What follows belongs to an exercise in optimizing a design on an open flow for small area, a short achievable clock period and few clock cycles per item; a production flow would make more cautious choices.
Function was not checked in any run shown here: the RTL went through the layout flow alone.

## flow/design.v (module list and top-level ports; edited modules follow where they fit)
// module ntt_fa: 4 lines
// module ntt_ha: 4 lines
// module ntt_16point: 2802 lines
module ntt_16point(
    input wire clk,
    input wire rst,
    input wire start,
    input wire [111:0] data_in,
    output reg done,
    output wire [6:0] result_0,
    output wire [6:0] result_1,
    output wire [6:0] result_2,
    output wire [6:0] result_3,
    output wire [6:0] result_4,
    output wire [6:0] result_5,
    output wire [6:0] result_6,
    output wire [6:0] result_7,
    output wire [6:0] result_8,
    output wire [6:0] result_9,
    output wire [6:0] result_10,
    output wire [6:0] result_11,
    output wire [6:0] result_12,
    output wire [6:0] result_13,
    output wire [6:0] result_14,
    output wire [6:0] result_15
);
  // ...
==> flow/run.sh <==
#!/bin/bash
# synth_recipe.tcl (not shown) runs the flow's synth.tcl, then flattens the netlist and writes it again
# the make line also repeats each setting of config.mk as NAME=value (left out here)
make -C /OpenROAD-flow-scripts/flow DESIGN_CONFIG=/design/flow/config.mk WORK_HOME=/design/flow/orfs CLKGATE_MAP_FILE= SYNTH_SCRIPT=/design/flow/synth_recipe.tcl finish
==> flow/config.mk <==
export PLATFORM = sky130hd
export DESIGN_NAME = ntt_16point
export DESIGN_NICKNAME = ntt_16point
export VERILOG_FILES = /design/flow/design.v
export SDC_FILE = /design/flow/constraint.sdc
export NUM_CORES = 4
export LEC_CHECK = 0
export CAP_MARGIN = 20
export CORE_MARGIN = 2
export CORE_UTILIZATION = 40
export SLEW_MARGIN = 20
export SYNTH_HIERARCHICAL = 1
==> flow/constraint.sdc <==
create_clock -name core_clock -period 16.0 [get_ports {clk}]
set_input_delay 3.2000 -clock core_clock [delete_from_list [all_inputs] [get_ports {clk}]]
set_output_delay 3.2000 -clock core_clock [all_outputs]
set_load 0.01 [all_outputs]
==> run_results.csv, run 1 <==
group,metric,value,unit
sta,hold_viol,0,
outcome,outcome,"complete, no violations",
route,highest_layer,"met5",
route,wl,78500,um
cts,cts_tree,"yes",
sta,fin_crit,13570,ps
hold_path,whs_path_depth,2,
sta,worst_pin_slew,982,ps
route,drc,0,
hold_path,hold_path_end,"done",
yosys,synth-simple-area-share,0.0702,
sta,setup_slack,2430,ps
yosys,ys.flop_type,"edfxtp_1",
worst_setup_path,critPathTopFamily,"adder cells",
cts,cts_resized,0,
cells_and_area,multi_input_gates,2154,
cts,h-tree-depth,4,
cts,ctsRootBufferMaster,"clkbuf_16",
cts,cts_hold_repair.buffers,0,
cells_and_area,buffers,231,
sta,setup_viol_count_final,0,
route,firstDrtPassIters,6,
global_routing,antenna_found_initial,7,
cells_and_area,seq_cells,141,
hold_path,hold_start,"done",
sta,slew_violations,0,
cells_and_area,num-nets-final,4024,
cts,cts.clk_slew.worst_paths,60,ps
worst_setup_path,cpMostUsedCell,"fa_1",
==> run 2, diff against run 1 <==
--- a/flow/config.mk
+++ b/flow/config.mk
@@ -8,5 +8,6 @@
 export CAP_MARGIN = 20
 export CORE_MARGIN = 2
 export CORE_UTILIZATION = 40
+export SETUP_SLACK_MARGIN = 5
 export SLEW_MARGIN = 20
 export SYNTH_HIERARCHICAL = 1
==> run 2 against run 1 <==
Against the previous run:
- still clean on timing, DRC and antenna
- worst hold slack improved by 26 ps
- first-iteration DRC count decreased by 5.8%
- via count increased by 8.8%
- synthesized cell count unchanged
- cell count increased by 7.6%
- fmax increased by 14%
- final area increased by 13%
- global-route usage increased by 2.7 points
- critical path type unchanged
- largest cell class unchanged
==> run_results.csv, run 2 <==
group,metric,value,unit
yosys,ys_types,80,
sta,fin_crit,11940,ps
global_routing,grt_pass1_wl,139000,um
cells_and_area,stdcell_area,0.0399,mm2
cells_and_area,most-common-layout-cells,"fa_2, inv_1, fa_1",
cells_and_area,fill_cells,6982,
cells_and_area,utilization,0.498,
hold_path,hold_start,"done",
floorplan,fp.dieH,289,um
place,io_buffer_count,227,
cells_and_area,final_common_cell,"fa_2",
worst_setup_path,critPathLaunchType,"flip-flop",
worst_setup_path,worstPathRequired,12800,ps
global_routing,met1_usage,0.275,
worst_setup_path,path_max_fanout,7,
worst_setup_path,worstPathArrival,8740,ps
worst_setup_path,reg2reg_slack,15420,ps
route,wl_per_cell,21.0,um
cts,cts_buffer_depth,2,
floorplan,rows,104,
worst_setup_path,r2r_cells,2,
place,gp_congestion,0.915,
yosys,yosysTopAreaCell,"fa_1",
sta,fin_crit_sh,0.746,
route,via_per_inst,5.28,
worst_setup_path,path_class,"flip-flop to output pin",
yosys,syn_inst,2915,
route,drtAntennaViolNets,0,
worst_setup_path,crit_path_end_kind,"output pin",
cts,cts.clk_slew.worst_paths,70,ps
route,dr_total_vias,22800,
cells_and_area,num-nets-final,4320,
sta,fmax,83.7,MHz
worst_setup_path,rr_endpoint,"done",
sta,hold_viol,0,
global_routing,grt-ovfl-total,0,
hold_path,whs_path_depth,2,
cts,numCtsBuffers,17,
cells_and_area,drive_above_1_share,0.358,
job,max_cap_viol_count,0,
cts,clk_latency,430,ps
yosys,synth_edf_count,140,
cells_and_area,synthToLayoutAreaGrowth,23.4,%
cts,ctsRootBufferMaster,"clkbuf_16",
worst_setup_path,r2r_start,"done",
yosys,ys.flop_type,"edfxtp_1",
route,wl,90700,um
yosys,synth_warnings,7,
cts,h-tree-depth,4,
sta,slew_violations,0,
yosys,synth_seq_cells,141,
outcome,outcome,"complete, no violations",
yosys,ys_seq_area_frac,0.130,
global_routing,grt_usage,0.220,
global_routing,antenna_found_initial,23,
yosys,avgSynthCellArea,11.1,um2
global_routing,grtUsageMet3,0.0450,
global_routing,busiest_layer,"met2",
floorplan,core-area,0.0803,mm2
cts,cts_hold_repair.buffers,0,
sta,holdWs,515,ps
global_routing,grt_max_degree,72,
sta,setup_viol_count_final,0,
yosys,synth_top_cell_area_share,0.446,
cts,cts_sinks,141,
floorplan,ios,228,
global_routing,grt_use_met2,0.391,
route,drt-initial-drc-count,1387,
floorplan,start_util,0.403,
sta,fin_tns_setup,0,ps
hold_path,hold_path_end,"done",
yosys,ys_top_cells_by_count,"fa_1, inv_1, ha_1, nand2_1, nor2_1",
sta,slew_headroom,0.334,
route,firstDrtPassIters,7,
yosys,synthArstFlopShare,0,
yosys,synth.area.top_cells,"fa_1, edfxtp_1, ha_1, inv_1, mux2_2",
place,dp_hpwl,74500,um
hold_path,hp-class,"flip-flop to flip-flop",
route,drc,0,
floorplan,die_w,289,um
yosys,synth.most_common_cell,"fa_1",
yosys,syn_area,0.0324,mm2
floorplan,die-area,0.0832,mm2
global_routing,grt_pass1_vias,24700,
place,place_area,0.0355,mm2
cts,cts_tree,"yes",
sta,worst_pin_slew,998,ps
sta,rsz0062_at_grt,"true",
sta,clock_skew,0,ps
yosys,synth_nets,4010,
## run 2: cell counts after synthesis
No cell type changed its count.
## run 2: per-module statistics from Yosys (local to each module, per instance)
| module | flops+latches | cells inside | cell area, um2 |
|---|---|---|---|
| ntt_16point | 141 | 2040 | 16000 |
| ntt_fa | 0 | 1 | 20.0 |
| ntt_ha | 0 | 1 | 12.5 |
## run 2: cells by family (layout without fill, tap and decap cells)
group | Yosys count | count (layout) | synth area share
fa+ha+maj | 981 | 981 | 0.546
buf+inv | 620 | 943 | 0.0876
compound gates | 491 | 491 | 0.0984
simple gates | 486 | 486 | 0.0702
mux | 160 | 160 | 0.0569
flops | 141 | 141 | 0.130
xor+xnor | 36 | 36 | 0.0102
other cells | 0 | 11 | 0
## run 2: worst max-delay path by stage
stage	start	end	cells past startpoint
floorplan	r954	result_0[0]	25
global route	r954	result_0[5]	24
global placement	r1014	result_5[6]	27
finish	r954	result_0[5]	24
detailed placement	r945	result_5[6]	26
CTS	r954	result_0[2]	24
## run 2: worst max-delay path, cell delays in order, from the launching register on
cell and delay, ps:
edfxtp_1 420, ha_2 220, fa_2 370, fa_2 380, fa_2 380, fa_2 400
fa_2 390, fa_2 540, fa_2 370, fa_2 400, fa_2 390, fa_2 640
o22ai_2 120, a221o_1 370, or2_4 270, ha_4 160, fa_2 340, fa_2 350
fa_2 350, fa_2 350, fa_2 360, ha_4 200, buf_4 140, mux2_2 280
buf_6 130
## run 2: layout make-up
cell class | instances | area (um2) | share of cell area
clock inverter | 14 | 134 | 0.00335
inverter | 384 | 1450 | 0.0363
multi-input combinational | 2154 | 27500 | 0.689
sequential | 141 | 4220 | 0.106
antenna | 11 | 27.5 | 0.000689
clock buffer | 18 | 429 | 0.0107
tap | 1060 | 1330 | 0.0332
timing repair buffer | 527 | 4830 | 0.121
## run 2: repair_timing
action | 4_1_cts | 5_1_grt
pin swaps | 125 | 73
setup endpoints to repair | 112 | 112
buffers inserted | 237 | 62
resized for setup | 774 | 179
hold endpoints to repair | 0 | 0
## run 2: per-layer routing
metal	share of wire	vias to the layer above	wire length (um)
li1	-	10200	-
met1	0.40	11800	35800
met2	0.52	611	47300
met3	0.059	118	5350
met4	0.023	26	2040
met5	0.0017	-	157
## run 2: through the flow
| step | cells | worst slack, ps |
|---|---|---|
| after floorplan | 2915 | 4670 |
| after global placement | 3967 | 3750 |
| after detailed placement | 3967 | 3580 |
| final | 4309 | 4060 |
| after CTS | 4236 | 4040 |
| after global routing | 4304 | 3840 |

==> re-timing with driven ports <==
In the flow no input, the clock included, has a driving cell. The finished layouts below were timed again as built, in two steps.
Step 1 assumes that a clkbuf_16 drives the clock port and a buf_2 every other input.
Step 2 also shifts input and output timing later by t, the mid clock arrival at the registers, as if the neighbouring blocks saw the same clock.
Three values: no drivers, after step 1, after step 2; two values: the first two.
| run | t (ns) | slack for setup (ns) | hold WS [ns] | worst setup path after step 2 | worst slew at a driven data input, ns |
|---|---|---|---|---|---|
| run 1 | 0.474 | 2.428 / 2.376 / 2.850 | 0.489 / 0.489 / 0.489 | register to output | 0.17 |
| run 2 | 0.480 | 4.059 / 4.004 / 4.484 | 0.515 / 0.515 / 0.515 | register to output | 0.16 |
After both steps setup and hold are still met in every run listed.
